From an optimization exercise on the open Yosys and OpenROAD flow, aimed at small area; shortcuts taken in it are not production practice.
Function was checked by simulation only, so behaviour that the tests miss may differ from the original.
The clock cells of runs 4 to 7 come from the design's own scripts or RTL, not from TritonCTS.
The clock input has no modelled driver; a real chip could not lean on it and would need a root buffer or a full tree.
No activity file was given, so power comes from the tool's default toggle rates.

--- design/flow/config.mk ---
export PLATFORM = sky130hd
export DESIGN_NAME = Task3
export DESIGN_NICKNAME = Task3
export VERILOG_FILES = /design/flow/design.v
export SDC_FILE = /design/flow/constraint.sdc
export NUM_CORES = 4
export LEC_CHECK = 0
export ABC_AREA = 1
export CAP_MARGIN = 20
export CORE_MARGIN = 2
export CORE_UTILIZATION = 40
export SLEW_MARGIN = 20
--- design/flow/constraint.sdc ---
create_clock -name core_clock -period 8.0 [get_ports {clk}]
set_input_delay 1.6000 -clock core_clock [delete_from_list [all_inputs] [get_ports {clk}]]
set_output_delay 1.6000 -clock core_clock [all_outputs]
set_load 0.01 [all_outputs]
--- design/flow/design.v ---
module Task3(
	input [7:0] X0,
	input [7:0] X1,
	input [7:0] X2,
	input [7:0] X3,
	input [7:0] A0,
	input [7:0] A1,
	input [7:0] A2,
	input [7:0] A3,
	input clk,
	input rst,
	input enable,
	output ready,
	output valid,
	output [17:0] result
);
reg [3:0] cnt;
reg [7:0] a0, a1, a2, a3;
reg [7:0] xs0, xs1, xs2, xs3;
reg [9:0] h;
assign ready = (cnt == 4'd0) | (cnt == 4'd9);
assign valid = (cnt == 4'd9);
wire start = enable & ready;
wire first = (cnt == 4'd1);
wire c7 = (cnt == 4'd7);
wire last = (cnt == 4'd8);
always @(posedge clk) begin
	if (rst)
		cnt <= 4'd0;
	else if (start)
		cnt <= 4'd1;
	else if (ready)
		cnt <= 4'd0;
	else
		cnt <= cnt + 4'd1;
end
wire [9:0] nhin = first ? 10'h1ff : h;
wire b0 = xs0[0], b1 = xs1[0], b2 = xs2[0], b3 = xs3[0];
wire [7:0] npp0 = {a0[7] & b0, ~(a0[6:0] & {7{b0}})};
wire [7:0] npp1 = {a1[7] & b1, ~(a1[6:0] & {7{b1}})};
wire [7:0] npp2 = {a2[7] & b2, ~(a2[6:0] & {7{b2}})};
wire [7:0] npp3 = {a3[7] & b3, ~(a3[6:0] & {7{b3}})};
wire s1;
wire c2;
wire s3;
wire c4;
wire s5;
wire c6;
wire s7;
wire c8;
wire s9;
wire c10;
wire s11;
wire c12;
wire s13;
wire c14;
wire s15;
wire c16;
wire s17;
wire c18;
wire s19;
wire c20;
wire s21;
wire c22;
wire s23;
wire c24;
wire s25;
wire c26;
wire s27;
wire c28;
wire s29;
wire c30;
wire s31;
wire c32;
wire s33;
wire c34;
wire s35;
wire c36;
wire s37;
wire c38;
wire s39;
wire c40;
wire s41;
wire c42;
wire s43;
wire c44;
wire s45;
wire c46;
wire s47;
wire c48;
wire s49;
wire c50;
wire s51;
wire c52;
wire s53;
wire c54;
wire s55;
wire c56;
wire s57;
wire c58;
wire s59;
wire c60;
wire s61;
wire c62;
wire s63;
wire c64;
wire [10:0] ns;    
assign s1 = nhin[0] ^ npp0[0] ^ npp1[0];
assign c2 = (nhin[0] & npp0[0]) | (nhin[0] & npp1[0]) | (npp0[0] & npp1[0]);
assign s3 = npp2[0] ^ npp3[0] ^ s1;
assign c4 = (npp2[0] & npp3[0]) | (npp2[0] & s1) | (npp3[0] & s1);
assign s5 = nhin[1] ^ npp0[1] ^ npp1[1];
assign c6 = (nhin[1] & npp0[1]) | (nhin[1] & npp1[1]) | (npp0[1] & npp1[1]);
assign s7 = npp2[1] ^ npp3[1] ^ c2;
assign c8 = (npp2[1] & npp3[1]) | (npp2[1] & c2) | (npp3[1] & c2);
assign s9 = s5 ^ c4 ^ s7;
assign c10 = (s5 & c4) | (s5 & s7) | (c4 & s7);
assign s11 = nhin[2] ^ npp0[2] ^ npp1[2];
assign c12 = (nhin[2] & npp0[2]) | (nhin[2] & npp1[2]) | (npp0[2] & npp1[2]);
assign s13 = npp2[2] ^ npp3[2] ^ c6;
assign c14 = (npp2[2] & npp3[2]) | (npp2[2] & c6) | (npp3[2] & c6);
assign s15 = s11 ^ c8 ^ s13;
assign c16 = (s11 & c8) | (s11 & s13) | (c8 & s13);
assign s17 = ~(c10 ^ s15);
assign c18 = c10 | s15;
assign s19 = nhin[3] ^ npp0[3] ^ npp1[3];
assign c20 = (nhin[3] & npp0[3]) | (nhin[3] & npp1[3]) | (npp0[3] & npp1[3]);
assign s21 = npp2[3] ^ npp3[3] ^ c12;
assign c22 = (npp2[3] & npp3[3]) | (npp2[3] & c12) | (npp3[3] & c12);
assign s23 = s19 ^ c14 ^ s21;
assign c24 = (s19 & c14) | (s19 & s21) | (c14 & s21);
assign s25 = c16 ^ s23 ^ c18;
assign c26 = (c16 & s23) | (c16 & c18) | (s23 & c18);
assign s27 = nhin[4] ^ npp0[4] ^ npp1[4];
assign c28 = (nhin[4] & npp0[4]) | (nhin[4] & npp1[4]) | (npp0[4] & npp1[4]);
assign s29 = npp2[4] ^ npp3[4] ^ c20;
assign c30 = (npp2[4] & npp3[4]) | (npp2[4] & c20) | (npp3[4] & c20);
assign s31 = s27 ^ c22 ^ s29;
assign c32 = (s27 & c22) | (s27 & s29) | (c22 & s29);
assign s33 = c24 ^ s31 ^ c26;
assign c34 = (c24 & s31) | (c24 & c26) | (s31 & c26);
assign s35 = nhin[5] ^ npp0[5] ^ npp1[5];
assign c36 = (nhin[5] & npp0[5]) | (nhin[5] & npp1[5]) | (npp0[5] & npp1[5]);
assign s37 = npp2[5] ^ npp3[5] ^ c28;
assign c38 = (npp2[5] & npp3[5]) | (npp2[5] & c28) | (npp3[5] & c28);
assign s39 = s35 ^ c30 ^ s37;
assign c40 = (s35 & c30) | (s35 & s37) | (c30 & s37);
assign s41 = c32 ^ s39 ^ c34;
assign c42 = (c32 & s39) | (c32 & c34) | (s39 & c34);
assign s43 = nhin[6] ^ npp0[6] ^ npp1[6];
assign c44 = (nhin[6] & npp0[6]) | (nhin[6] & npp1[6]) | (npp0[6] & npp1[6]);
assign s45 = npp2[6] ^ npp3[6] ^ c36;
assign c46 = (npp2[6] & npp3[6]) | (npp2[6] & c36) | (npp3[6] & c36);
assign s47 = s43 ^ c38 ^ s45;
assign c48 = (s43 & c38) | (s43 & s45) | (c38 & s45);
assign s49 = c40 ^ s47 ^ c42;
assign c50 = (c40 & s47) | (c40 & c42) | (s47 & c42);
assign s51 = nhin[7] ^ npp0[7] ^ npp1[7];
assign c52 = (nhin[7] & npp0[7]) | (nhin[7] & npp1[7]) | (npp0[7] & npp1[7]);
assign s53 = npp2[7] ^ npp3[7] ^ c44;
assign c54 = (npp2[7] & npp3[7]) | (npp2[7] & c44) | (npp3[7] & c44);
assign s55 = s51 ^ c46 ^ s53;
assign c56 = (s51 & c46) | (s51 & s53) | (c46 & s53);
assign s57 = c48 ^ s55 ^ c50;
assign c58 = (c48 & s55) | (c48 & c50) | (s55 & c50);
assign s59 = nhin[8] ^ c52 ^ c54;
assign c60 = (nhin[8] & c52) | (nhin[8] & c54) | (c52 & c54);
assign s61 = c56 ^ s59 ^ c58;
assign c62 = (c56 & s59) | (c56 & c58) | (s59 & c58);
assign s63 = nhin[9] ^ c60 ^ c62;
assign c64 = (nhin[9] & c60) | (nhin[9] & c62) | (c60 & c62);
assign ns = {c64, s63, s61, s57, s49, s41, s33, s25, s17, s9, s3};
wire [9:0] hnext = ns[10:1] ^ {c7 | last, {9{c7}}};
wire rbit = ns[0] ^ ~last;
always @(posedge clk) begin
	if (ready) begin
		a0 <= A0; a1 <= A1; a2 <= A2; a3 <= A3;
		xs0 <= X0; xs1 <= X1; xs2 <= X2; xs3 <= X3;
	end else begin
		xs0 <= {rbit, xs0[7:1]};
		xs1 <= {X1[7], xs1[7:1]};
		xs2 <= {X2[7], xs2[7:1]};
		xs3 <= {X3[7], xs3[7:1]};
	end
	h <= hnext;
end
assign result = {h, xs0};
endmodule
--- design/flow/flow/run.sh ---
#!/bin/bash
# The standard layout with these changes:
# - the port buffers are the smallest buffer cell instead of the delay cell
#   buffer_ports picks by itself;
# - Yosys's synth skips its early "abc -fast";
# - after the standard synthesis, flow/netopt.py removes the inverters that
#   extract_fa leaves around the full adders (it flips full adders and some
#   two-input gates to inverted logic instead); flip-flops are untouched.
set -euo pipefail
export BUFFER_PORTS_ARGS="-buffer_cell sky130_fd_sc_hd__buf_1"
export SYNTH_ARGS="-noabc"
R=orfs/results/$FLOW_PLATFORM/Task3/base
bash standard.sh synth > synth.log 2>&1
cp $R/1_2_yosys.v yosys_standard.v
python3 flow/netopt.py yosys_standard.v $R/1_2_yosys.v > netopt.log 2>&1
touch $R/1_2_yosys.v
bash standard.sh finish > finish.log 2>&1
--- design/flow/flow/netopt.py ---
#!/usr/bin/env python3
"""Inverter clean-up on a Yosys netlist of sky130hd cells.

Yosys's extract_fa leaves inverters around the full adders it finds. A full
adder is self-dual: inverting its three inputs inverts both outputs. This
script removes every inverter it can, chooses for each full adder whether it
works on inverted signals, and for some two-input gates whether they give the
inverted function (nand2 <-> and2, nor2 <-> or2, xor2 <-> xnor2), so that as
few inverters as possible are needed; then puts back one inverter per signal
that some input still needs inverted. Flip-flops are not touched.

Usage: netopt.py IN.v OUT.v
"""
import re, sys, random

P = "sky130_fd_sc_hd__"
OUTPINS = {"X", "Y", "Q", "Q_N", "SUM", "COUT", "HI", "LO", "GCLK"}
AREA = {"inv_1": 3.7536, "nand2_1": 3.7536, "and2_1": 6.256, "nor2_1": 3.7536,
        "or2_1": 6.256, "xor2_1": 8.7584, "xnor2_1": 8.7584}
OUTPIN = {"nand2_1": "Y", "and2_1": "X", "nor2_1": "Y", "or2_1": "X", "xor2_1": "X", "xnor2_1": "Y"}
SWAP = {"nand2_1": "and2_1", "and2_1": "nand2_1", "nor2_1": "or2_1", "or2_1": "nor2_1",
        "xor2_1": "xnor2_1", "xnor2_1": "xor2_1"}

src = open(sys.argv[1]).read()
if re.search(r"^\s*assign\b", src, re.M):
    open(sys.argv[2], "w").write(src)
    print("netopt: netlist has assign statements; left as it is")
    sys.exit(0)

inst_re = re.compile(r"^(\s*)(" + P + r"\w+)\s+(\S+)\s*\((.*?)\);\n", re.S | re.M)
pin_re = re.compile(r"\.(\w+)\(([^()]*)\)")
m0 = inst_re.search(src)
head = src[:m0.start()]
insts = []
last = m0.start()
tail_parts = []
for m in inst_re.finditer(src):
    if src[last:m.start()].strip():
        raise SystemExit("netopt: unexpected text between instances")
    pins = [(p, n.strip()) for p, n in pin_re.findall(m.group(4))]
    insts.append({"type": m.group(2)[len(P):], "name": m.group(3), "pins": pins})
    last = m.end()
tail = src[last:]

# port nets
ports = set()
for kind, rng, names in re.findall(r"^\s*(input|output)\s*(\[\d+:\d+\])?\s*([^;]+);", head, re.M):
    for nm in names.split(","):
        nm = nm.strip()
        if rng:
            hi, lo = map(int, rng[1:-1].split(":"))
            for b in range(min(hi, lo), max(hi, lo) + 1):
                ports.add(f"{nm}[{b}]")
        else:
            ports.add(nm)

driver = {}
for k, it in enumerate(insts):
    for p, n in it["pins"]:
        if p in OUTPINS:
            driver[n] = (k, p)

def is_inv(it):
    return re.fullmatch(r"inv_\d+", it["type"]) is not None

removable = set()
for k, it in enumerate(insts):
    if is_inv(it):
        out = dict(it["pins"])["Y"]
        if out not in ports:
            removable.add(k)

def lit(net):
    q = 0
    seen = 0
    while net in driver and driver[net][0] in removable:
        net = dict(insts[driver[net][0]]["pins"])["A"]
        q ^= 1
        seen += 1
        if seen > 50:
            raise SystemExit("netopt: inverter loop")
    return net, q

# variables: FA flips and gate swaps, by instance index
var_of_root = {}
fa = [k for k, it in enumerate(insts) if it["type"] == "fa_1"]
swp = [k for k, it in enumerate(insts) if it["type"] in SWAP and k not in removable]
for k in fa + swp:
    for p, n in insts[k]["pins"]:
        if p in OUTPINS:
            var_of_root[n] = k
fixed_roots = {r for r in var_of_root if r in ports}

# consumers: (instance, pin index, root, q, consumer var or None)
cons = []
for k, it in enumerate(insts):
    if k in removable:
        continue
    for j, (p, n) in enumerate(it["pins"]):
        if p in OUTPINS or n == "" or n.startswith("1'"):
            continue
        r, q = lit(n)
        cons.append((k, j, r, q, k if it["type"] == "fa_1" else None))
# port outputs driven through removable inverters cannot happen (kept), ports as roots are fixed
roots = {}
for c in cons:
    roots.setdefault(c[2], []).append(c)

state = {k: 0 for k in fa + swp}

def phys(r):
    k = var_of_root.get(r)
    return state[k] if k is not None else 0

def cost():
    tot = 0.0
    for k in swp:
        t = insts[k]["type"]
        tot += AREA[SWAP[t]] if state[k] else AREA[t]
    for r, cl in roots.items():
        pr = phys(r)
        if any((q ^ (state[cv] if cv is not None else 0)) != pr for _, _, _, q, cv in cl):
            tot += AREA["inv_1"]
    for r in fixed_roots:
        if phys(r):
            tot += 1e6
    return tot

variables = fa + swp
best = cost()
start_cost = best
best_state = dict(state)
random.seed(1)
cur = best
for it_ in range(40):
    improved = True
    while improved:
        improved = False
        for k in variables:
            state[k] ^= 1
            c = cost()
            if c < cur - 1e-9:
                cur = c
                improved = True
            else:
                state[k] ^= 1
    if cur < best - 1e-9:
        best = cur
        best_state = dict(state)
    # perturb from the best
    state = dict(best_state)
    for k in random.sample(variables, min(len(variables), random.randint(2, 8))):
        state[k] ^= 1
    cur = cost()
state = best_state

def esc(n):
    return n + " " if n.startswith("\\") else n

# rebuild
n_inv_before = sum(1 for k in removable)
newinsts = []
invnet = {}
extra_wires = []
for r, cl in roots.items():
    pr = phys(r)
    if any((q ^ (state[cv] if cv is not None else 0)) != pr for _, _, _, q, cv in cl):
        nn = "_ninv_" + re.sub(r"[^A-Za-z0-9_]", "_", r) + "_"
        invnet[r] = nn
        extra_wires.append(nn)
pins_new = {k: list(it["pins"]) for k, it in enumerate(insts)}
for k, j, r, q, cv in cons:
    want = q ^ (state[cv] if cv is not None else 0)
    p = pins_new[k][j][0]
    pins_new[k][j] = (p, r if want == phys(r) else invnet[r])
out = [head.rstrip("\n") + "\n"]
for w in extra_wires:
    out.append(f"  wire {w};\n")
for k, it in enumerate(insts):
    if k in removable:
        continue
    t = it["type"]
    if k in state and state[k] and k in swp:
        t = SWAP[t]
    pl = pins_new[k]
    if t != it["type"]:
        o = OUTPIN[t]
        pl = [(o if p in OUTPINS else p, n) for p, n in pl]
    pins = ",\n".join(f"    .{p}({esc(n)})" for p, n in pl)
    out.append(f"  {P}{t} {it['name']} (\n{pins}\n  );\n")
for i, (r, nn) in enumerate(invnet.items()):
    out.append(f"  {P}inv_1 _ninv{i}_ (\n    .A({esc(r)}),\n    .Y({nn})\n  );\n")
out.append(tail)
open(sys.argv[2], "w").write("".join(out))
print(f"netopt: {len(fa)} full adders ({sum(state[k] for k in fa)} flipped), "
      f"{len(swp)} swappable gates ({sum(state[k] for k in swp)} swapped), "
      f"inverters {n_inv_before} removed, {len(invnet)} added; "
      f"modelled area {start_cost:.1f} -> {best:.1f}")
--- design/flow/standard.sh ---
#!/bin/bash
# synth_recipe.tcl (not shown) runs the flow's synth.tcl, then flattens the netlist and writes it again
# the make line also repeats each setting of config.mk as NAME=value (left out here)
make -C /OpenROAD-flow-scripts/flow DESIGN_CONFIG=/design/flow/config.mk WORK_HOME=/design/flow/orfs CLKGATE_MAP_FILE= SYNTH_SCRIPT=/design/flow/synth_recipe.tcl "${@:-finish}"
==> results of run 1 <==
[power groups by stage]
stage | Combinational, µW | Sequential (µW) | Clock, µW
after global routing | 654 | 549 | 310
after global placement | 551 | 551 | 0
after CTS | 579 | 543 | 293
after detailed placement | 568 | 551 | 0
final | 561 | 540 | 284
after floorplan | 437 | 548 | 0
[per-stage QoR]
stage                     worst slack, ns  cells  total power [µW]
after floorplan                      2.16    300               986
after global placement               1.94    479              1100
after detailed placement             1.80    479              1120
after CTS                            1.71    495              1410
after global routing                 1.45    495              1510
final                                1.79    495              1390
[area by class of cell]
class | instances | area share
multi-input combinational | 197 | 0.358
inverter | 13 | 0.0122
clock buffer | 10 | 0.0343
clock inverter | 6 | 0.0131
sequential | 78 | 0.469
timing repair buffer | 86 | 0.0804
tap | 105 | 0.0327
[registers in the layout, indices dropped and copies added, names as in the netlist]
| name | count |
|---|---|
| h | 10 |
| a1 | 8 |
| xs2 | 8 |
| xs1 | 8 |
| a0 | 8 |
| a2 | 8 |
| xs0 | 8 |
| xs3 | 8 |
| cnt | 4 |
| a3 | 8 |
[layer usage]
metal,GRT usage,up-vias
met2,0.255,73
met4,0.0358,0
met5,0,-
met1,0.188,999
met3,0.0708,4
li1,-,1095
[placed cells by master (no fill, tap or decap), types with 4 or more instances in the layout]
cell,instances
inv_1,13
or2_1,7
xnor2_1,9
buf_1,86
nand3_1,4
ha_1,5
clkbuf_8,10
dfxtp_1,46
edfxtp_1,32
fa_1,31
and2_1,5
nand2_1,119
nor2_2,4
[worst register-to-register path, delay by kind of cell, from the launching register on]
family,cells,cell delay (ns)
adder cells (fa/ha/maj),12,4.78
flip-flops,1,0.39
AND/OR/NAND/NOR,2,0.56
XOR/XNOR,1,0.14
buffers and inverters,3,0.21
[final timing paths]
check | from | to | slack, ns | cells past startpoint
worst max-delay path | cnt[1] | h[8] | 1.79 | 18
worst min-delay path | xs1[1] | xs1[0] | 0.42 | 2
worst min register to register | xs1[1] | xs1[0] | 0.42 | 2
worst max register to register | cnt[1] | h[8] | 1.79 | 18
==> metrics.cfg, run 1 <==
[sta]
maxSlewViolCount = 0
rsz0062_at_grt = no
fmax_mhz = 161
hold_viol_final = 0
tightest_slew_ns = 0.921
fin_skew_ns = 0.0108
whs_ns = 0.425
max_slew_margin = 0.386
period_minus_slack_ns = 6.21
fin_setup_tns_ns = 0
setup_viol = 0
finalCritPeriodShare = 0.777

[route]
post_drt_wl_per_cell_um = 13.4
dr.pass1.iters = 4
drt_iter0_markers = 83
detail-route-antenna-nets = 0
highest_layer = met4
wl_met2_mm = 3.15
wirelength_mm = 6.64
drt-vias-per-instance = 4.39
met3WireLength_um = 583
drt-met1-wl_mm = 2.87
drc = 0
via_count = 2171

[critical_path]
cp_common_cell = fa_1
worstPathMaxFanout = 10
crit_chain = inv_1 -> ha_1 -> and2_1 -> or2_1 -> fa_1 -> fa_1 -> fa_1 -> inv_1 -> ha_1 -> inv_1 -> fa_1 -> fa_1 -> fa_1 -> fa_1 -> fa_1 -> fa_1 -> fa_1 -> xnor2_1
path_class = reg2reg
crit_path_start_kind = flip-flop
worstPathArrival_ns = 6.43
critPathRequiredTime_ns = 8.21
slowest_delay_ns = 0.54
cpLargestDelayFamily = adder cells
cp_num_buf_inv = 3
slowest_stage = fa_1
critPathCaptureType = flip-flop

[finish]
syn2layout_area_growth_pct = 16.0
fillCellCount = 802
nets = 488
utilization = 0.483
seqCellArea_um2 = 1880
multi_input_area_um2 = 1440
drive_above_1_share = 0.0667
fin_area_um2 = 4010
antenna_cells = 0

[placed_design]
dpl_cell_area_um2 = 3820
portBuffers = 86
place_congestion = 0.843
hpwl_mm = 4.75

[power]
combPwrFrac = 0.405
power.density_nw_per_um2 = 345
pwr-share-seq = 0.390
pwr-share-clk = 0.205
p_sw_uw = 482
p_int_uw = 904
peakVddDrop_uv = 157
p_leak_uw = 0.00161
switching_share = 0.348

[run]
drv_cap = 0

[global_routing]
antenna_found_initial = 0
gr-total-overflow = 0
grt_use_total = 0.155
grt_max_degree = 64
grt_first_pass_wirelength_mm = 11.5
grt_pass1_vias = 2404

[clock_tree]
clkTransAtPathRegs_ns = 0.09
clockRootBuffer = clkbuf_8
ctsHoldBuffers = 0
cts_tree = done
post_cts_buffers = 0
clk-insertion-delay-late_ns = 0.35
cts_buffer_depth = 2
cts_max_level = 3
cts-buffers-inserted = 9
cts_resized = 0
clkSinkCount = 78

[floorplanning]
start_util = 0.417
die_w_um = 97.0
die_area_um2 = 9410
coreArea_um2 = 8300
die_h_um = 97.0
design.portCount = 87
rows = 33

[synthesis]
synth_area_um2 = 3460
syn_nets = 403
syn_inst = 300
synth_warnings = 1
syn_area_per_cell_um2 = 11.5

[outcome]
status = no timing/DRC/antenna violations

[min_path]
hold_path_class = reg2reg

==> inputs of run 2 (changes only) <==
--- a/design/flow/flow/run.sh
+++ b/design/flow/flow/run.sh
@@ -9,6 +9,7 @@
 set -euo pipefail
 export BUFFER_PORTS_ARGS="-buffer_cell sky130_fd_sc_hd__buf_1"
 export SYNTH_ARGS="-noabc"
+export CTS_ARGS="-sink_clustering_enable -sink_clustering_size 40 -sink_clustering_max_diameter 400 -buf_list sky130_fd_sc_hd__clkbuf_8 -dont_use_dummy_load -repair_clock_nets"
 R=orfs/results/$FLOW_PLATFORM/Task3/base
 bash standard.sh synth > synth.log 2>&1
 cp $R/1_2_yosys.v yosys_standard.v
==> metrics.cfg, run 2 <==
[outcome]
status = no timing/DRC/antenna violations

[power]
pwr-share-clk = 0.168
p_leak_uw = 0.00157
power.density_nw_per_um2 = 334
combPwrFrac = 0.421
p_int_uw = 876
p_sw_uw = 441
peakVddDrop_uv = 122
pwr-share-seq = 0.411
switching_share = 0.335
power_uw = 1320

[critical_path]
worstPathArrival_ns = 6.37
crit_chain = inv_1 -> ha_1 -> and2_1 -> or2_1 -> fa_1 -> fa_1 -> fa_1 -> inv_1 -> ha_1 -> inv_1 -> fa_1 -> fa_1 -> fa_1 -> fa_1 -> fa_1 -> fa_1 -> fa_1 -> xnor2_1
slowest_stage = fa_1
cp_common_cell = fa_1
critPathCaptureType = flip-flop
crit_path_start_kind = flip-flop
path_class = reg2reg
slowest_delay_ns = 0.54
critPathRequiredTime_ns = 8.19
worstPathMaxFanout = 10
reg2regPathDepth = 18

[route]
wl_met2_mm = 3.05
wirelength_mm = 6.47
met3WireLength_um = 536
drt-met1-wl_mm = 2.84
dr.pass1.iters = 4
drt-vias-per-instance = 4.42
drt_iter0_markers = 79
detail-route-antenna-nets = 0
via_count = 2157
post_drt_wl_per_cell_um = 13.3
highest_layer = met4
drc = 0

[sta]
setup_ws_ns = 1.82
max_slew_margin = 0.382
hold_viol_final = 0
setup_viol = 0
fin_skew_ns = 0.0283
whs_ns = 0.416
tightest_slew_ns = 0.926
fin_setup_tns_ns = 0
maxSlewViolCount = 0
period_minus_slack_ns = 6.18
finalCritPeriodShare = 0.773
rsz0062_at_grt = no
fmax_mhz = 162

[placed_design]
portBuffers = 86
place_congestion = 0.843
hpwl_mm = 4.75
dpl_worst_slack_ns = 1.80
dp.cells = 479

[floorplanning]
die_h_um = 97.0
rows = 33
coreArea_um2 = 8300
design.portCount = 87
die_area_um2 = 9410
start_util = 0.417
die_w_um = 97.0

[clock_tree]
ctsHoldBuffers = 0
clk-insertion-delay-late_ns = 0.35
cts_max_level = 3
clockRootBuffer = clkbuf_8
cts_buffer_depth = 2
cts_resized = 0
cts-buffers-inserted = 9
clkSinkCount = 78
post_cts_buffers = 0
cts_tree = done
clkTransAtPathRegs_ns = 0.09

[global_routing]
grt_max_degree = 64
antenna_found_initial = 0
grt_first_pass_wirelength_mm = 11.2
grt_pass1_vias = 2361
gr-total-overflow = 0
grt_use_total = 0.152

[finish]
layout_commonest_cell = nand2_1
drive_above_1_share = 0.0496
fin_cells = 488
fillCellCount = 802
antenna_cells = 0
syn2layout_area_growth_pct = 14.1
largest_register_ffs = 10
nets = 488
largest_register = h
layout_common_cells = nand2_1 (119), buf_1 (86), dfxtp_1 (46)

[synthesis]
syn_inst = 300
syn_nets = 403
synth_area_um2 = 3460
syn_area_per_cell_um2 = 11.5
synth_warnings = 1

[min_path]
hold_path_class = reg2reg
worstHoldPathCells = 2

[run]
drv_cap = 0

==> run 2: cell count changes in the layout (fill, tap and decap cells not counted), sizes merged <==
cell and change:
clkinv -2, inv -4, clkbuf -1
==> run 2: critical path: cells and delay by family (launching register included) <==
kind	cells	cell delay, ns
adders and majority gates	12	4.76
xor gates and xnor gates	1	0.14
buffers and inverters	3	0.20
DFF	1	0.38
and+or+nand+nor	2	0.56
==> run 2: final timing paths <==
path	startpoint	end	slack [ns]
max	cnt[1]	h[8]	1.82
min	xs2[3]	xs2[2]	0.42
max reg2reg	cnt[1]	h[8]	1.82
min reg2reg	xs2[3]	xs2[2]	0.42
==> run 2: cell type report <==
class | instances | area [µm²] | area share
Timing Repair Buffer | 86 | 323 | 0.0818
Inverter | 13 | 48.8 | 0.0124
Clock buffer | 9 | 124 | 0.0314
Tap cell | 105 | 131 | 0.0333
Multi-Input combinational cell | 197 | 1440 | 0.364
Sequential cell | 78 | 1880 | 0.477
==> run 2: through the flow <==
stage / area [µm²] / utilization
6_report: 3950 / 0.476
5_1_grt: 3950 / 0.476
4_1_cts: 3950 / 0.476
3_5_place_dp: 3820 / 0.461
3_3_place_gp: 3820 / 0.461
2_1_floorplan: 3460 / -
==> run 2: power by group through the flow <==
stage / registers (µW) / logic, µW / clock network (µW)
final: 541 / 554 / 222
after global routing: 550 / 647 / 246
after CTS: 543 / 570 / 231
after detailed placement: 551 / 568 / 0
after global placement: 551 / 551 / 0
after floorplan: 548 / 437 / 0
==> run 2: metal layers <==
metal | global-route usage | up-vias
li1 | - | 1086
met1 | 0.186 | 994
met2 | 0.245 | 72
met3 | 0.0665 | 5
met4 | 0.0423 | 0
met5 | 0 | -
==> inputs of run 3 (changes only) <==
--- a/design/flow/flow/run.sh
+++ b/design/flow/flow/run.sh
@@ -9,7 +9,7 @@
 set -euo pipefail
 export BUFFER_PORTS_ARGS="-buffer_cell sky130_fd_sc_hd__buf_1"
 export SYNTH_ARGS="-noabc"
-export CTS_ARGS="-sink_clustering_enable -sink_clustering_size 40 -sink_clustering_max_diameter 400 -buf_list sky130_fd_sc_hd__clkbuf_8 -dont_use_dummy_load -repair_clock_nets"
+export CTS_ARGS="-sink_clustering_enable -sink_clustering_size 80 -sink_clustering_max_diameter 500 -buf_list sky130_fd_sc_hd__clkbuf_16 -dont_use_dummy_load -repair_clock_nets"
 R=orfs/results/$FLOW_PLATFORM/Task3/base
 bash standard.sh synth > synth.log 2>&1
 cp $R/1_2_yosys.v yosys_standard.v
==> metrics.cfg, run 3 <==
[outcome]
status = no timing/DRC/antenna violations

[finish]
antenna_cells = 0
layout_commonest_cell = nand2_1
drive_above_1_share = 0.0496
layout_common_cells = nand2_1 (119), buf_1 (86), dfxtp_1 (46)
nets = 488
largest_register_ffs = 10
fillCellCount = 785
syn2layout_area_growth_pct = 17.0
fin_cells = 488
largest_register = h

[global_routing]
grt_max_degree = 64
grt_first_pass_wirelength_mm = 11.2
grt_use_total = 0.151
antenna_found_initial = 0
grt_pass1_vias = 2357
gr-total-overflow = 0

[critical_path]
reg2reg_from = cnt[1]
path_class = reg2reg
reg2regPathDepth = 18
worstPathArrival_ns = 6.35
critPathRequiredTime_ns = 8.17
crit_path_start_kind = flip-flop
rrSetupSlack_ns = 1.82
r2r_end = h[8]
worstPathMaxFanout = 10
critPathCaptureType = flip-flop

[sta]
fmax_mhz = 162
setup_ws_ns = 1.82
finalCritPeriodShare = 0.772
fin_setup_tns_ns = 0
period_minus_slack_ns = 6.18
fin_skew_ns = 0.0178
maxSlewViolCount = 0
max_slew_margin = 0.395
hold_viol_final = 0
tightest_slew_ns = 0.907
setup_viol = 0
rsz0062_at_grt = no

[clock_tree]
cts_max_level = 3
clk-insertion-delay-late_ns = 0.32
post_cts_buffers = 0
cts_resized = 0
ctsHoldBuffers = 0
clkTransAtPathRegs_ns = 0.06
cts_tree = done
clockRootBuffer = clkbuf_16
cts-buffers-inserted = 9
clkSinkCount = 78
cts_buffer_depth = 2

[route]
drc = 0
dr.pass1.iters = 4
drt_iter0_markers = 81
wirelength_mm = 6.44
detail-route-antenna-nets = 0
drt-vias-per-instance = 4.45
via_count = 2174
post_drt_wl_per_cell_um = 13.2

[run]
drv_cap = 0

[placed_design]
dp.cells = 479
hpwl_mm = 4.75
place_congestion = 0.843
portBuffers = 86
dpl_worst_slack_ns = 1.80

[floorplanning]
die_h_um = 97.0
die_area_um2 = 9410
start_util = 0.417
die_w_um = 97.0
coreArea_um2 = 8300
rows = 33
design.portCount = 87

[synthesis]
syn_inst = 300
syn_nets = 403
syn_area_per_cell_um2 = 11.5
synth_area_um2 = 3460
synth_warnings = 1

[min_path]
holdPathEnd = xs2[2]
worstHoldPathCells = 2
hold_path_class = reg2reg
min_from = xs2[3]

[power]
peakVddDrop_uv = 150
p_leak_uw = 0.00162
power.density_nw_per_um2 = 352

## run 3: per-stage QoR
stage / cell area [µm²] / power (µW) / util / hold slack, ns
2_1_floorplan: 3460 / 986 / - / 0.396
3_5_place_dp: 3820 / 1120 / 0.461 / 0.404
4_1_cts: 4050 / 1460 / 0.488 / 0.419
6_report: 4050 / 1430 / 0.488 / 0.417
3_3_place_gp: 3820 / 1100 / 0.461 / 0.399
5_1_grt: 4050 / 1550 / 0.488 / 0.438
## run 3: layer usage
metal,global-route usage,up-vias,routed length (µm),part of all wire
met5,0,-,0,0
met3,0.0643,2,534,0.083
li1,-,1090,-,-
met4,0.0293,0,19,0.0029
met1,0.187,1006,2820,0.44
met2,0.248,76,3070,0.48
## run 3: power by group
group	switching [µW]	internal [µW]	total, µW
combinational	282	273	554
sequential	38.9	503	542
clock	132	197	329
## run 3: final cells by class
| type | instances | area (µm²) | area share |
|---|---|---|---|
| inverters | 13 | 48.8 | 0.0121 |
| flip-flops and latches | 78 | 1880 | 0.465 |
| repair buffers | 86 | 323 | 0.0798 |
| well taps | 105 | 131 | 0.0325 |
| multi-input cells | 197 | 1440 | 0.355 |
| clock buffers | 9 | 225 | 0.0556 |
## run 3: worst max-delay path, cell delays in order (launching register included)
cell	delay, ns
dfxtp_1	0.38
inv_1	0.08
ha_1	0.22
and2_1	0.28
or2_1	0.28
fa_1	0.46
fa_1	0.54
fa_1	0.41
inv_1	0.07
ha_1	0.13
inv_1	0.05
fa_1	0.42
fa_1	0.43
fa_1	0.43
fa_1	0.42
fa_1	0.42
fa_1	0.42
fa_1	0.45
xnor2_1	0.14
## run 3: worst max-delay path by stage
| stage | start | end | slack, ns |
|---|---|---|---|
| 6_report | cnt[1] | h[8] | 1.82 |
| 5_1_grt | cnt[1] | h[8] | 1.49 |
| 4_1_cts | cnt[1] | h[8] | 1.75 |
| 3_5_place_dp | cnt[1] | h[8] | 1.80 |
| 3_3_place_gp | cnt[1] | h[8] | 1.94 |
| 2_1_floorplan | cnt[1] | h[8] | 2.16 |
==> inputs of run 4 (changes only) <==
--- a/design/flow/flow/run.sh
+++ b/design/flow/flow/run.sh
@@ -9,7 +9,9 @@
 set -euo pipefail
 export BUFFER_PORTS_ARGS="-buffer_cell sky130_fd_sc_hd__buf_1"
 export SYNTH_ARGS="-noabc"
-export CTS_ARGS="-sink_clustering_enable -sink_clustering_size 80 -sink_clustering_max_diameter 500 -buf_list sky130_fd_sc_hd__clkbuf_16 -dont_use_dummy_load -repair_clock_nets"
+export POST_CTS_TCL=$PWD/flow/clocktree.tcl
+export CLKTREE_NBUF=4
+export CLKTREE_CELL=sky130_fd_sc_hd__clkbuf_8
 R=orfs/results/$FLOW_PLATFORM/Task3/base
 bash standard.sh synth > synth.log 2>&1
 cp $R/1_2_yosys.v yosys_standard.v
==> design/flow/flow/clocktree.tcl (new file) <==
# POST_CTS hook: replace the clock tree that CTS built by a one-level tree:
# the clock port drives CLKTREE_NBUF buffers (CLKTREE_CELL), each of which
# drives the clock pins of one group of flip-flops (groups made by splitting
# the flip-flops in halves by position). Then the buffers are legalized.
set nbuf [expr {[info exists ::env(CLKTREE_NBUF)] ? $::env(CLKTREE_NBUF) : 2}]
set cell [expr {[info exists ::env(CLKTREE_CELL)] ? $::env(CLKTREE_CELL) : "sky130_fd_sc_hd__clkbuf_8"}]
set db [ord::get_db]
set block [ord::get_db_block]
set master [$db findMaster $cell]
set clknet [$block findNet clk]

# flip-flop clock pins anywhere in the clock network
set sinks {}
foreach inst [$block getInsts] {
  set mname [[$inst getMaster] getName]
  if {[regexp {__(e?dfxtp|dfrtp|dfxbp|sdfxtp|edfxbp)_} $mname]} {
    lappend sinks [$inst findITerm CLK]
  }
}
# remove what CTS inserted: every non-flip-flop cell on the clock nets
# (buffers, inverters, dummy loads), then the nets CTS made
set cnets {}
foreach n [$block getNets] {
  if {$n eq $clknet || [$n getSigType] eq "CLOCK"} { lappend cnets $n }
}
set dead {}
foreach n $cnets {
  foreach it [$n getITerms] {
    set inst [$it getInst]
    if {[regexp {__(e?dfxtp|dfrtp|dfxbp|sdfxtp|edfxbp)_} [[$inst getMaster] getName]]} { continue }
    dict set dead [$inst getName] $inst
  }
}
set removed 0
dict for {nm inst} $dead {
  foreach it [$inst getITerms] { if {[$it getNet] ne "NULL"} { $it disconnect } }
  odb::dbInst_destroy $inst
  incr removed
}
foreach it $sinks { $it disconnect }
foreach n $cnets {
  if {$n ne $clknet} { odb::dbNet_destroy $n }
}
puts "clocktree: removed $removed clock buffers, [llength $sinks] sinks"

proc centre {its} {
  set sx 0; set sy 0
  foreach it $its {
    set b [[$it getInst] getBBox]
    set sx [expr {$sx + ([$b xMin] + [$b xMax]) / 2.0}]
    set sy [expr {$sy + ([$b yMin] + [$b yMax]) / 2.0}]
  }
  set n [llength $its]
  return [list [expr {$sx / $n}] [expr {$sy / $n}]]
}
proc split_groups {its k} {
  if {$k <= 1} { return [list $its] }
  set xs {}; set ys {}
  foreach it $its {
    set b [[$it getInst] getBBox]
    lappend xs [list $it [expr {([$b xMin] + [$b xMax]) / 2}] [expr {([$b yMin] + [$b yMax]) / 2}]]
  }
  set xv [lsort -real [lmap e $xs {lindex $e 1}]]
  set yv [lsort -real [lmap e $xs {lindex $e 2}]]
  set axis [expr {([lindex $xv end] - [lindex $xv 0]) >= ([lindex $yv end] - [lindex $yv 0]) ? 1 : 2}]
  set sorted [lsort -real -index $axis $xs]
  set h [expr {[llength $sorted] / 2}]
  set a [lmap e [lrange $sorted 0 [expr {$h - 1}]] {lindex $e 0}]
  set b [lmap e [lrange $sorted $h end] {lindex $e 0}]
  return [concat [split_groups $a [expr {$k / 2}]] [split_groups $b [expr {$k / 2}]]]
}
set groups [split_groups $sinks $nbuf]
set i 0
foreach g $groups {
  set inst [odb::dbInst_create $block $master "clktree_buf_$i"]
  set net [odb::dbNet_create $block "clktree_net_$i"]
  $net setSigType CLOCK
  [$inst findITerm A] connect $clknet
  [$inst findITerm X] connect $net
  foreach it $g { $it connect $net }
  lassign [centre $g] cx cy
  $inst setLocation [expr {int($cx)}] [expr {int($cy)}]
  $inst setPlacementStatus PLACED
  puts "clocktree: clktree_buf_$i drives [llength $g] flip-flops"
  incr i
}
foreach it [$clknet getITerms] {
  puts "clocktree: clk drives [[$it getInst] getName]/[[$it getMTerm] getName]"
}
detailed_placement
estimate_parasitics -placement
report_clock_skew
==> metrics.cfg, run 4 <==
[floorplanning]
die_area_um2 = 9410
start_util = 0.417
design.portCount = 87
coreArea_um2 = 8300
die_h_um = 97.0
rows = 33
die_w_um = 97.0

[route]
drt_iter0_markers = 77
dr.pass1.iters = 4
drt-vias-per-instance = 4.38
drc = 0
wirelength_mm = 6.46
post_drt_wl_per_cell_um = 13.4
detail-route-antenna-nets = 0
via_count = 2114

[placed_design]
dpl_worst_slack_ns = 1.80
hpwl_mm = 4.75
portBuffers = 86
place_congestion = 0.843

[critical_path]
worstPathMaxFanout = 10
startpoint = cnt[1]
reg2reg_from = cnt[1]
path_class = reg2reg
crit_path_start_kind = flip-flop
slowest_stage = fa_1
slowest_delay_ns = 0.54
critPathCaptureType = flip-flop
critPathRequiredTime_ns = 8.05
worstPathArrival_ns = 6.25
crit_chain = inv_1 -> ha_1 -> and2_1 -> or2_1 -> fa_1 -> fa_1 -> fa_1 -> inv_1 -> ha_1 -> inv_1 -> fa_1 -> fa_1 -> fa_1 -> fa_1 -> fa_1 -> fa_1 -> fa_1 -> xnor2_1
cp_common_cell = fa_1

[synthesis]
synth_warnings = 1
synth_area_um2 = 3460
syn_inst = 300
syn_nets = 403
syn_area_per_cell_um2 = 11.5

[finish]
seqCellArea_um2 = 1880
utilization = 0.467
largest_register = h
antenna_cells = 0
largest_register_ffs = 10
drive_above_1_share = 0.0370
fillCellCount = 799
syn2layout_area_growth_pct = 12.1
layout_commonest_cell = nand2_1
layout_common_cells = nand2_1 (119), buf_1 (86), dfxtp_1 (46)
nets = 483
multi_input_area_um2 = 1440

[global_routing]
antenna_found_initial = 0
grt_max_degree = 64
gr-total-overflow = 0
grt_use_total = 0.150
grt_first_pass_wirelength_mm = 11.2
grtUsageMet3 = 0.0600
use_met1 = 0.189
grt_pass1_vias = 2342
use_met2 = 0.249
grt_most_used_layer = met2

[min_path]
min_from = xs1[7]
hold_path_class = reg2reg

[clock_tree]
clk-insertion-delay-late_ns = 0.17
clkSinkCount = 78
clkTransAtPathRegs_ns = 0.11

[sta]
fin_skew_ns = 0.00619
fmax_mhz = 161
setup_viol = 0
max_slew_margin = 0.393
rsz0062_at_grt = no
tightest_slew_ns = 0.910
period_minus_slack_ns = 6.20
maxSlewViolCount = 0
hold_viol_final = 0
fin_setup_tns_ns = 0
setup_ws_ns = 1.80
finalCritPeriodShare = 0.776

[power]
p_int_uw = 823
peakVddDrop_uv = 122
p_leak_uw = 0.00153
p_sw_uw = 421
pwr-share-clk = 0.116
combPwrFrac = 0.451
switching_share = 0.339
power.density_nw_per_um2 = 321
pwr-share-seq = 0.434

[outcome]
status = no timing/DRC/antenna violations

[run]
drv_cap = 0

## run 4: cell count changes in the layout (fill, tap and decap cells not counted)
| cell | before | now |
|---|---|---|
| clkbuf_16 | 9 | 0 |
| clkbuf_8 | 0 | 4 |
## run 4: final timing paths
kind	to	slack (ns)	depth (start not counted)
max	h[8]	1.80	18
min	xs1[6]	0.43	2
max reg2reg	h[8]	1.80	18
min reg2reg	xs1[6]	0.43	2
## run 4: worst max-delay path, delay by kind of cell, from the launching register on
family        cells  cell delay, ns
fa+ha+maj        12            4.78
simple gates      2            0.56
flops             1            0.40
buf+inv           3            0.22
xor+xnor          1            0.14
## run 4: through the flow
| step | cells | total power (µW) | instance area, µm² | hold slack (ns) |
|---|---|---|---|---|
| finish | 483 | 1240 | 3880 | 0.430 |
| global route | 483 | 1370 | 3880 | 0.441 |
| detailed placement | 479 | 1120 | 3820 | 0.404 |
| global placement | 479 | 1100 | 3820 | 0.399 |
| floorplan | 300 | 986 | 3460 | 0.396 |
## run 4: layout make-up
type / instances / area share
Sequential cell: 78 / 0.485
Multi-Input combinational cell: 197 / 0.371
Timing Repair Buffer: 86 / 0.0833
Tap cell: 105 / 0.0339
Buffer: 4 / 0.0142
Inverter: 13 / 0.0126
## run 4: power groups by stage
stage | sequential, µW | combinational [µW] | clock, µW
detailed placement | 551 | 568 | 0
floorplan | 548 | 437 | 0
global placement | 551 | 551 | 0
finish | 540 | 561 | 144
global route | 549 | 654 | 165
## run 4: layer usage
layer  part of all wire  vias up
met3              0.086        4
met5                  0        -
met1               0.44      967
met4             0.0073        0
met2               0.47       69
li1                   -     1074
==> inputs of run 5 (changes only) <==
--- a/design/flow/design.v
+++ b/design/flow/design.v
@@ -14,25 +14,25 @@
 	output valid,
 	output [17:0] result
 );
-reg [3:0] cnt;
+reg rdy, vld;
+reg [2:0] c;
 reg [7:0] a0, a1, a2, a3;
 reg [7:0] xs0, xs1, xs2, xs3;
 reg [9:0] h;
-assign ready = (cnt == 4'd0) | (cnt == 4'd9);
-assign valid = (cnt == 4'd9);
-wire start = enable & ready;
-wire first = (cnt == 4'd1);
-wire c7 = (cnt == 4'd7);
-wire last = (cnt == 4'd8);
+assign ready = rdy;
+assign valid = vld;
+wire first = (c == 3'd0);
+wire prelast = (c == 3'd6);
+wire last = (c == 3'd7);
 always @(posedge clk) begin
-	if (rst)
-		cnt <= 4'd0;
-	else if (start)
-		cnt <= 4'd1;
-	else if (ready)
-		cnt <= 4'd0;
-	else
-		cnt <= cnt + 4'd1;
+	if (rst) begin
+		rdy <= 1'b1;
+		vld <= 1'b0;
+	end else begin
+		rdy <= rdy ? ~enable : last;
+		vld <= ~rdy & last;
+	end
+	c <= rdy ? 3'd0 : c + 3'd1;
 end
 wire [9:0] nhin = first ? 10'h1ff : h;
 wire b0 = xs0[0], b1 = xs1[0], b2 = xs2[0], b3 = xs3[0];
@@ -170,10 +170,10 @@
 assign s63 = nhin[9] ^ c60 ^ c62;
 assign c64 = (nhin[9] & c60) | (nhin[9] & c62) | (c60 & c62);
 assign ns = {c64, s63, s61, s57, s49, s41, s33, s25, s17, s9, s3};
-wire [9:0] hnext = ns[10:1] ^ {c7 | last, {9{c7}}};
+wire [9:0] hnext = ns[10:1] ^ {prelast | last, {9{prelast}}};
 wire rbit = ns[0] ^ ~last;
 always @(posedge clk) begin
-	if (ready) begin
+	if (rdy) begin
 		a0 <= A0; a1 <= A1; a2 <= A2; a3 <= A3;
 		xs0 <= X0; xs1 <= X1; xs2 <= X2; xs3 <= X3;
 	end else begin
==> design/flow/flow/run.sh (replaced) <==
#!/bin/bash
# The standard layout with these changes:
# - the port buffers are the smallest buffer cell instead of the delay cell
#   buffer_ports picks by itself;
# - Yosys's synth skips its early "abc -fast";
# - after the standard synthesis, flow/netopt.py removes the inverters that
#   extract_fa leaves around the full adders (it flips full adders and some
#   two-input gates to inverted logic instead) and sizes gates that synthesis
#   sized up back to size 1; flip-flops are untouched;
# - after CTS, flow/clocktree.tcl replaces the clock tree by one level of
#   CLKTREE_NBUF buffers, each driving one group of nearby flip-flops.
set -euo pipefail
export BUFFER_PORTS_ARGS="-buffer_cell sky130_fd_sc_hd__buf_1"
export SYNTH_ARGS="-noabc"
export POST_CTS_TCL=$PWD/flow/clocktree.tcl
export CLKTREE_NBUF=${CLKTREE_NBUF:-4}
export CLKTREE_CELL=${CLKTREE_CELL:-sky130_fd_sc_hd__clkbuf_8}
R=orfs/results/$FLOW_PLATFORM/Task3/base
bash standard.sh synth > synth.log 2>&1
cp $R/1_2_yosys.v yosys_standard.v
python3 flow/netopt.py yosys_standard.v $R/1_2_yosys.v --downsize > netopt.log 2>&1
touch $R/1_2_yosys.v
bash standard.sh finish > finish.log 2>&1
--- a/design/flow/flow/netopt.py
+++ b/design/flow/flow/netopt.py
@@ -9,7 +9,7 @@
 few inverters as possible are needed; then puts back one inverter per signal
 that some input still needs inverted. Flip-flops are not touched.
 
-Usage: netopt.py IN.v OUT.v
+Usage: netopt.py IN.v OUT.v [--downsize]
 """
 import re, sys, random
 
@@ -157,7 +157,10 @@
 def esc(n):
     return n + " " if n.startswith("\\") else n
 
-# rebuild
+# rebuild; with DOWNSIZE, gates that synthesis sized up go back to size 1
+# (the placer's repair adds buffers where a net then needs them)
+DOWNSIZE = "--downsize" in sys.argv
+ndown = [0]
 n_inv_before = sum(1 for k in removable)
 newinsts = []
 invnet = {}
@@ -182,8 +185,12 @@
     t = it["type"]
     if k in state and state[k] and k in swp:
         t = SWAP[t]
+    m = re.fullmatch(r"(nand2|nand3|nand4|nor2|nor3|nor4|or2|or3|and2|and3|inv|xor2|xnor2|a21oi|o21ai|mux2)_(2|4|6|8)", t)
+    if m and DOWNSIZE:
+        t = m.group(1) + "_1"
+        ndown[0] += 1
     pl = pins_new[k]
-    if t != it["type"]:
+    if k in swp and state[k]:
         o = OUTPIN[t]
         pl = [(o if p in OUTPINS else p, n) for p, n in pl]
     pins = ",\n".join(f"    .{p}({esc(n)})" for p, n in pl)
@@ -195,4 +202,4 @@
 print(f"netopt: {len(fa)} full adders ({sum(state[k] for k in fa)} flipped), "
       f"{len(swp)} swappable gates ({sum(state[k] for k in swp)} swapped), "
       f"inverters {n_inv_before} removed, {len(invnet)} added; "
-      f"modelled area {start_cost:.1f} -> {best:.1f}")
+      f"modelled area {start_cost:.1f} -> {best:.1f}; {ndown[0]} gates downsized")
==> metrics.cfg, run 5 <==
[outcome]
status = no timing/DRC/antenna violations

[finish]
largest_register = h
fin_cells = 480
antenna_cells = 0
syn2layout_area_growth_pct = 13.1
layout_commonest_cell = nand2_1
nets = 480
largest_register_ffs = 10
layout_common_cells = nand2_1 (124), buf_1 (86), dfxtp_1 (46)
drive_above_1_share = 0.0160

[synthesis]
synth_area_um2 = 3380
syn_inst = 297
syn_nets = 400
synth_warnings = 1
syn_area_per_cell_um2 = 11.4

[route]
detail-route-antenna-nets = 0
post_drt_wl_per_cell_um = 13.3
drt_iter0_markers = 69
drc = 0
drt-vias-per-instance = 4.44
wirelength_mm = 6.40
dr.pass1.iters = 4
via_count = 2133

[critical_path]
path_class = reg2reg
worstPathMaxFanout = 10
critPathCaptureType = flip-flop
critPathRequiredTime_ns = 8.06
rrSetupSlack_ns = 1.91
worstPathArrival_ns = 6.16
crit_path_start_kind = flip-flop
reg2regPathDepth = 19

[global_routing]
grt_use_total = 0.149
grt_pass1_vias = 2227
gr-total-overflow = 0
grt_first_pass_wirelength_mm = 10.2
antenna_found_initial = 0
grt_max_degree = 67

[sta]
fin_skew_ns = 0.00893
setup_viol = 0
hold_viol_final = 0
period_minus_slack_ns = 6.09
finalCritPeriodShare = 0.762
fin_setup_tns_ns = 0
max_slew_margin = 0.389
tightest_slew_ns = 0.915
maxSlewViolCount = 0
fmax_mhz = 164
rsz0062_at_grt = no

[clock_tree]
clkTransAtPathRegs_ns = 0.12
clk-insertion-delay-late_ns = 0.18
clkSinkCount = 79

[min_path]
hold_path_class = reg2reg
worstHoldPathCells = 2

[floorplanning]
start_util = 0.411
rows = 33
design.portCount = 87
die_h_um = 95.9
die_area_um2 = 9200
die_w_um = 95.9
coreArea_um2 = 8220

[placed_design]
portBuffers = 86
place_congestion = 0.814
hpwl_mm = 4.63
dp.cells = 476

[power]
peakVddDrop_uv = 98.0
power.density_nw_per_um2 = 259
p_leak_uw = 0.00151

[run]
drv_cap = 0

==> run 5: layer usage <==
| metal | vias to the layer above | track usage | wire length [µm] |
|---|---|---|---|
| met5 | - | 0 | 0 |
| met4 | 0 | 0.0286 | 51 |
| met3 | 4 | 0.0486 | 414 |
| met2 | 63 | 0.258 | 3100 |
| met1 | 1002 | 0.183 | 2830 |
| li1 | 1064 | - | - |
==> run 5: power by group <==
part / internal [µW] / switching [µW]
logic: 157 / 170
clock network: 47.0 / 102
registers: 482 / 31.1
total: 687 / 302
==> run 5: cell type report <==
type / count / area, µm²
fillers: 789 / 4390
flip-flops and latches: 79 / 1900
multi-input cells: 194 / 1360
repair buffers: 87 / 330
well taps: 105 / 131
plain buffers: 4 / 55.1
inverters: 11 / 41.3
==> run 5: critical path, cell delays in order (launching register included) <==
cell     delay [ns]
dfxtp_1        0.36
inv_1          0.09
ha_1           0.15
inv_1          0.03
nor2_1         0.45
or2_1          0.21
fa_1           0.42
fa_1           0.44
fa_1           0.43
inv_1          0.08
ha_1           0.15
inv_1          0.05
fa_1           0.41
fa_1           0.43
fa_1           0.43
fa_1           0.43
fa_1           0.43
fa_1           0.42
fa_1           0.45
xnor2_1        0.13
==> run 5: worst paths after layout <==
kind                              from  endpoint
worst max-delay path              c[0]      h[8]
worst min-delay path            xs2[1]    xs2[0]
worst max register to register    c[0]      h[8]
worst min register to register  xs2[1]    xs2[0]
==> run 5: metrics by stage <==
stage / hold WS (ns) / util / setup slack (ns) / cell area (µm²) / power [µW]
floorplan: 0.396 / - / 2.28 / 3380 / 766
global placement: 0.399 / 0.459 / 2.03 / 3770 / 849
detailed placement: 0.405 / 0.459 / 1.86 / 3770 / 857
global route: 0.452 / 0.465 / 1.56 / 3820 / 1070
finish: 0.423 / 0.465 / 1.91 / 3820 / 989
==> inputs of run 6 (changes only) <==
--- a/design/flow/flow/clocktree.tcl
+++ b/design/flow/flow/clocktree.tcl
@@ -1,7 +1,7 @@
 # POST_CTS hook: replace the clock tree that CTS built by a one-level tree:
 # the clock port drives CLKTREE_NBUF buffers (CLKTREE_CELL), each of which
 # drives the clock pins of one group of flip-flops (groups made by splitting
-# the flip-flops in halves by position). Then the buffers are legalized.
+# the flip-flops recursively by position). Then the buffers are legalized.
 set nbuf [expr {[info exists ::env(CLKTREE_NBUF)] ? $::env(CLKTREE_NBUF) : 2}]
 set cell [expr {[info exists ::env(CLKTREE_CELL)] ? $::env(CLKTREE_CELL) : "sky130_fd_sc_hd__clkbuf_8"}]
 set db [ord::get_db]
@@ -64,10 +64,11 @@
   set yv [lsort -real [lmap e $xs {lindex $e 2}]]
   set axis [expr {([lindex $xv end] - [lindex $xv 0]) >= ([lindex $yv end] - [lindex $yv 0]) ? 1 : 2}]
   set sorted [lsort -real -index $axis $xs]
-  set h [expr {[llength $sorted] / 2}]
+  set ka [expr {$k / 2}]
+  set h [expr {int(round([llength $sorted] * double($ka) / $k))}]
   set a [lmap e [lrange $sorted 0 [expr {$h - 1}]] {lindex $e 0}]
   set b [lmap e [lrange $sorted $h end] {lindex $e 0}]
-  return [concat [split_groups $a [expr {$k / 2}]] [split_groups $b [expr {$k / 2}]]]
+  return [concat [split_groups $a $ka] [split_groups $b [expr {$k - $ka}]]]
 }
 set groups [split_groups $sinks $nbuf]
 set i 0
--- a/design/flow/flow/netopt.py
+++ b/design/flow/flow/netopt.py
@@ -53,6 +53,58 @@
                 ports.add(f"{nm}[{b}]")
         else:
             ports.add(nm)
+
+# clean-up before the polarity search:
+# - merge cells of the same type with the same inputs (Yosys's extract_fa
+#   can make the same half adder twice);
+# - a half adder with one output used becomes an and2 (carry) or xor2 (sum).
+def loads_of():
+    ld = {}
+    for it in insts:
+        for p, n in it["pins"]:
+            if p not in OUTPINS:
+                ld[n] = ld.get(n, 0) + 1
+    return ld
+ports_text = head
+nmerged = 0
+changed = True
+while changed:
+    changed = False
+    seen = {}
+    for k, it in enumerate(insts):
+        if it is None or re.match(r"(e?dfxtp|dfrtp|dfxbp|sdfxtp|edfxbp|clk)", it["type"]):
+            continue
+        ins = tuple(sorted((p, n) for p, n in it["pins"] if p not in OUTPINS))
+        key = (it["type"], ins)
+        if key in seen:
+            j = seen[key]
+            ren = {}
+            for p, n in it["pins"]:
+                if p in OUTPINS:
+                    other = dict(insts[j]["pins"])[p]
+                    ren[n] = other
+            if any(n in ports for n in ren):
+                continue
+            for it2 in insts:
+                if it2 is None:
+                    continue
+                it2["pins"] = [(p, ren.get(n, n) if p not in OUTPINS else n) for p, n in it2["pins"]]
+            insts[k] = None
+            nmerged += 1
+            changed = True
+            break
+        seen[key] = k
+insts = [it for it in insts if it is not None]
+nha = 0
+ld = loads_of()
+for it in insts:
+    if it["type"] == "ha_1":
+        d = dict(it["pins"])
+        su, co = ld.get(d["SUM"], 0) or d["SUM"] in ports, ld.get(d["COUT"], 0) or d["COUT"] in ports
+        if su and not co:
+            it["type"] = "xor2_1"; it["pins"] = [("A", d["A"]), ("B", d["B"]), ("X", d["SUM"])]; nha += 1
+        elif co and not su:
+            it["type"] = "and2_1"; it["pins"] = [("A", d["A"]), ("B", d["B"]), ("X", d["COUT"])]; nha += 1
 
 driver = {}
 for k, it in enumerate(insts):
@@ -199,7 +251,8 @@
     out.append(f"  {P}inv_1 _ninv{i}_ (\n    .A({esc(r)}),\n    .Y({nn})\n  );\n")
 out.append(tail)
 open(sys.argv[2], "w").write("".join(out))
-print(f"netopt: {len(fa)} full adders ({sum(state[k] for k in fa)} flipped), "
+print(f"netopt: {nmerged} duplicate cells merged, {nha} half adders made single gates; "
+      f"{len(fa)} full adders ({sum(state[k] for k in fa)} flipped), "
       f"{len(swp)} swappable gates ({sum(state[k] for k in swp)} swapped), "
       f"inverters {n_inv_before} removed, {len(invnet)} added; "
       f"modelled area {start_cost:.1f} -> {best:.1f}; {ndown[0]} gates downsized")
==> metrics.cfg, run 6 <==
[sta]
whs_ns = 0.430
finalCritPeriodShare = 0.758
period_minus_slack_ns = 6.06
hold_viol_final = 0
fin_skew_ns = 0.00861
max_slew_margin = 0.407
rsz0062_at_grt = no
fmax_mhz = 165
fin_setup_tns_ns = 0
setup_viol = 0
maxSlewViolCount = 0
tightest_slew_ns = 0.889

[critical_path]
worstPathMaxFanout = 10
slowest_stage = nor2_1
path_class = reg2reg
cpLargestDelayFamily = adder cells
cp_common_cell = fa_1
worstPathArrival_ns = 6.13
rrSetupSlack_ns = 1.94
cp_num_buf_inv = 4
slowest_delay_ns = 0.47
critPathCaptureType = flip-flop
critPathRequiredTime_ns = 8.06
crit_path_start_kind = flip-flop
crit_chain = inv_1 -> ha_1 -> inv_1 -> nor2_1 -> or2_1 -> fa_1 -> fa_1 -> fa_1 -> inv_1 -> ha_1 -> inv_1 -> fa_1 -> fa_1 -> fa_1 -> fa_1 -> fa_1 -> fa_1 -> fa_1 -> xnor2_1

[synthesis]
syn_nets = 393
syn_area_per_cell_um2 = 11.4
syn_inst = 293
synth_warnings = 1
synth_area_um2 = 3340

[clock_tree]
clk-insertion-delay-late_ns = 0.17
clkSinkCount = 79
clkTransAtPathRegs_ns = 0.12

[floorplanning]
die_h_um = 95.4
coreArea_um2 = 8130
design.portCount = 87
rows = 33
die_area_um2 = 9100
start_util = 0.411
die_w_um = 95.4

[route]
detail-route-antenna-nets = 0
wl_met2_mm = 2.93
drt-met1-wl_mm = 2.73
highest_layer = met4
wirelength_mm = 6.14
dr.pass1.iters = 4
drc = 0
drt-vias-per-instance = 4.40
met3WireLength_um = 435
post_drt_wl_per_cell_um = 12.8
drt_iter0_markers = 71
via_count = 2108

[global_routing]
antenna_found_initial = 0
gr-total-overflow = 0
grt_max_degree = 67
grt_pass1_vias = 2124
grt_first_pass_wirelength_mm = 10.0
grt_use_total = 0.147

[placed_design]
hpwl_mm = 4.42
place_congestion = 0.730
dp.cells = 475
portBuffers = 86

[power]
switching_share = 0.307
combPwrFrac = 0.336
p_leak_uw = 0.00149
peakVddDrop_uv = 127
pwr-share-clk = 0.148
pwr-share-seq = 0.516
power.density_nw_per_um2 = 262
p_sw_uw = 305
p_int_uw = 689

[finish]
largest_register_ffs = 10
antenna_cells = 0
layout_common_cells = nand2_1 (124), buf_1 (86), dfxtp_1 (46)
syn2layout_area_growth_pct = 13.7
drive_above_1_share = 0.0160
fin_cells = 479
layout_commonest_cell = nand2_1
largest_register = h
nets = 476

[min_path]
hold_path_class = reg2reg

[outcome]
status = no timing/DRC/antenna violations

[run]
drv_cap = 0

-- run 6: worst paths after layout --
check	end	start	depth (start not counted)
max reg2reg	h[8]	c[0]	19
min reg2reg	xs1[1]	xs1[2]	2
max	h[8]	c[0]	19
min	xs1[1]	xs1[2]	2
-- run 6: layout make-up --
| type | instances | area, µm² |
|---|---|---|
| Timing Repair Buffer | 87 | 330 |
| Sequential cell | 79 | 1900 |
| Multi-Input combinational cell | 193 | 1340 |
| Fill cell | 807 | 4340 |
| Tap cell | 105 | 131 |
| Inverter | 11 | 41.3 |
| Buffer | 4 | 55.1 |
-- run 6: worst register-to-register path, stage by stage, from the launching register on --
cell	delay [ns]
dfxtp_1	0.34
inv_1	0.07
ha_1	0.14
inv_1	0.04
nor2_1	0.47
or2_1	0.21
fa_1	0.42
fa_1	0.43
fa_1	0.43
inv_1	0.07
ha_1	0.13
inv_1	0.05
fa_1	0.41
fa_1	0.43
fa_1	0.43
fa_1	0.43
fa_1	0.43
fa_1	0.42
fa_1	0.46
xnor2_1	0.14
-- run 6: power groups by stage --
stage | logic, µW | clock network (µW) | registers (µW)
global route | 387 | 166 | 520
finish | 334 | 147 | 513
floorplan | 237 | 0 | 527
detailed placement | 338 | 0 | 522
global placement | 327 | 0 | 522
-- run 6: per-stage QoR --
stage | total power, µW | utilization | cell area (µm²) | worst slack (ns)
5_1_grt | 1070 | 0.467 | 3800 | 1.59
2_1_floorplan | 764 | - | 3340 | 2.33
3_5_place_dp | 860 | 0.460 | 3740 | 1.88
3_3_place_gp | 848 | 0.460 | 3740 | 2.05
6_report | 995 | 0.467 | 3800 | 1.94
-- run 6: metal layers --
layer | track usage | up-vias
met5 | 0 | -
li1 | - | 1056
met1 | 0.191 | 990
met2 | 0.243 | 59
met4 | 0.0286 | 0
met3 | 0.0498 | 3
==> inputs of run 7 (changes only) <==
--- a/design/flow/config.mk
+++ b/design/flow/config.mk
@@ -5,7 +5,7 @@
 export SDC_FILE = /design/flow/constraint.sdc
 export NUM_CORES = 4
 export LEC_CHECK = 0
-export ABC_AREA = 1
+export ABC_AREA = 0
 export CAP_MARGIN = 20
 export CORE_MARGIN = 2
 export CORE_UTILIZATION = 40
==> metrics.cfg, run 7 <==
[outcome]
status = no timing/DRC/antenna violations

[floorplanning]
start_util = 0.411
die_area_um2 = 9200
design.portCount = 87
coreArea_um2 = 8220
die_w_um = 95.9
die_h_um = 95.9
rows = 33

[critical_path]
crit_end = h[8]
critPathCaptureType = flip-flop
reg2regPathDepth = 17
worstPathMaxFanout = 10
cp_common_cell = fa_1
crit_path_start_kind = flip-flop
worstPathArrival_ns = 5.84
startpoint = c[0]
rrSetupSlack_ns = 2.22
reg2reg_from = c[0]
crit_cells = 17
slowest_stage = nor2b_1
cp_num_buf_inv = 2
critPathRequiredTime_ns = 8.06
r2r_end = h[8]
path_class = reg2reg
crit_chain = inv_1 -> ha_1 -> nor2b_1 -> nor2_1 -> fa_1 -> fa_1 -> fa_1 -> ha_1 -> fa_1 -> fa_1 -> fa_1 -> fa_1 -> inv_1 -> fa_1 -> fa_1 -> fa_1 -> xnor2_1
cpLargestDelayFamily = adder cells
slowest_delay_ns = 0.61

[min_path]
hold_path_class = reg2reg

[route]
detail-route-antenna-nets = 0
wirelength_mm = 6.04
drt-vias-per-instance = 4.56
drt_iter0_markers = 49
via_count = 1902
drc = 0
post_drt_wl_per_cell_um = 14.5
dr.pass1.iters = 4

[finish]
largest_register_ffs = 10
fillCellCount = 780
utilization = 0.469
drive_above_1_share = 0.0192
multi_input_area_um2 = 1390
largest_register = h
nets = 414
layout_common_cells = buf_1 (86), dfxtp_1 (46), edfxtp_1 (32)
layout_commonest_cell = buf_1
antenna_cells = 0
seqCellArea_um2 = 1900
syn2layout_area_growth_pct = 14.1

[sta]
fmax_mhz = 173
fin_skew_ns = 0.00553
period_minus_slack_ns = 5.78
rsz0062_at_grt = no
fin_setup_tns_ns = 0
tightest_slew_ns = 0.858
setup_viol = 0
maxSlewViolCount = 0
hold_viol_final = 0
max_slew_margin = 0.428
finalCritPeriodShare = 0.723

[clock_tree]
clkSinkCount = 79
clk-insertion-delay-late_ns = 0.17
clkTransAtPathRegs_ns = 0.12

[global_routing]
antenna_found_initial = 0
grt_max_degree = 70
gr-total-overflow = 0
grt_use_total = 0.144
grt_pass1_vias = 1979
grt_first_pass_wirelength_mm = 9.83

[power]
p_leak_uw = 0.00146
power.density_nw_per_um2 = 266
peakVddDrop_uv = 122

[synthesis]
synth_warnings = 1
syn_nets = 326
syn_area_per_cell_um2 = 14.9
syn_inst = 226
synth_area_um2 = 3380

[placed_design]
hpwl_mm = 4.50
portBuffers = 86
place_congestion = 0.757

[run]
drv_cap = 0

-- run 7: through the flow --
step	instances	area, µm²	worst slack [ns]	power (µW)	hold slack, ns
2_1_floorplan	226	3380	2.82	794	0.394
3_3_place_gp	413	3800	2.33	884	0.407
3_5_place_dp	413	3800	2.16	897	0.414
5_1_grt	417	3860	1.91	1110	0.457
6_report	417	3860	2.22	1020	0.440
-- run 7: worst min-delay path by stage --
stage / start / endpoint / slack (ns) / cells past startpoint
global placement: c[0] / c[0] / 0.41 / 1
floorplan: c[0] / c[0] / 0.39 / 1
global route: xs3[1] / xs3[0] / 0.46 / 1
finish: c[0] / c[0] / 0.44 / 1
detailed placement: c[0] / c[0] / 0.41 / 1
-- run 7: worst reg2reg max path, delay by kind of cell, from the launching register on --
| kind | cells | cell delay (ns) |
|---|---|---|
| buffers and inverters | 2 | 0.15 |
| adder cells (fa/ha/maj) | 12 | 4.27 |
| AND/OR/NAND/NOR | 2 | 0.78 |
| XOR/XNOR | 1 | 0.14 |
| flip-flops | 1 | 0.34 |
-- run 7: power breakdown --
group,switching [µW],internal [µW],total [µW],leakage (µW)
sequential,30.1,483,514,0.000717
combinational,187,180,367,0.000709
clock,96.8,46.9,144,0.0000288
-- run 7: layout make-up --
class | instances | area share
timing repair buffer | 87 | 0.0857
tap | 105 | 0.0341
inverter | 13 | 0.0127
multi-input combinational | 129 | 0.360
buffer | 4 | 0.0143
sequential | 79 | 0.494
-- run 7: metal layers --
| metal | GRT usage | vias to the layer above | wire length [µm] |
|---|---|---|---|
| met5 | 0 | - | 0 |
| met4 | 0.0464 | 0 | 81 |
| met3 | 0.0431 | 5 | 435 |
| met2 | 0.231 | 54 | 2790 |
| met1 | 0.190 | 938 | 2730 |
| li1 | - | 905 | - |

-- port drivers added, routing unchanged --
The results above use ideal ports. As a check the final layouts listed here were re-extracted and re-timed, cells and wires unchanged.
Step 1 (the two cells are an assumption about what drives the block):
set clk [get_ports {clk}]
set_driving_cell -lib_cell sky130_fd_sc_hd__clkbuf_16 $clk
set_driving_cell -lib_cell sky130_fd_sc_hd__buf_2 [delete_from_list [all_inputs] $clk]
Step 2 times the ports against the registers' clock, not the clock port: input delays grow and output delays shrink by t, the midpoint of the rising clock arrivals with the driver on.
Slacks: ideal ports / drivers / drivers and shift; pairs: ideal ports / drivers.
run | t, ns | slack for setup (ns) | worst setup path at the end | worst register clock-pin slew, ns | worst slew at a driven data input, ns
run 1 | 0.373 | 1.788 / 1.788 / 1.788 | register to register | 0.09 / 0.09 | 0.06
run 2 | 0.360 | 1.819 / 1.819 / 1.819 | register to register | 0.09 / 0.09 | 0.06
run 3 | 0.347 | 1.821 / 1.821 / 1.821 | register to register | 0.06 / 0.06 | 0.06
run 4 | 0.226 | 1.795 / 1.795 / 1.795 | register to register | 0.12 / 0.12 | 0.06
run 5 | 0.230 | 1.907 / 1.907 / 1.907 | register to register | 0.12 / 0.12 | 0.04
run 6 | 0.230 | 1.936 / 1.936 / 1.936 | register to register | 0.12 / 0.12 | 0.04
run 7 | 0.225 | 2.218 / 2.218 / 2.218 | register to register | 0.12 / 0.12 | 0.05
After both steps every run listed still meets setup and hold.
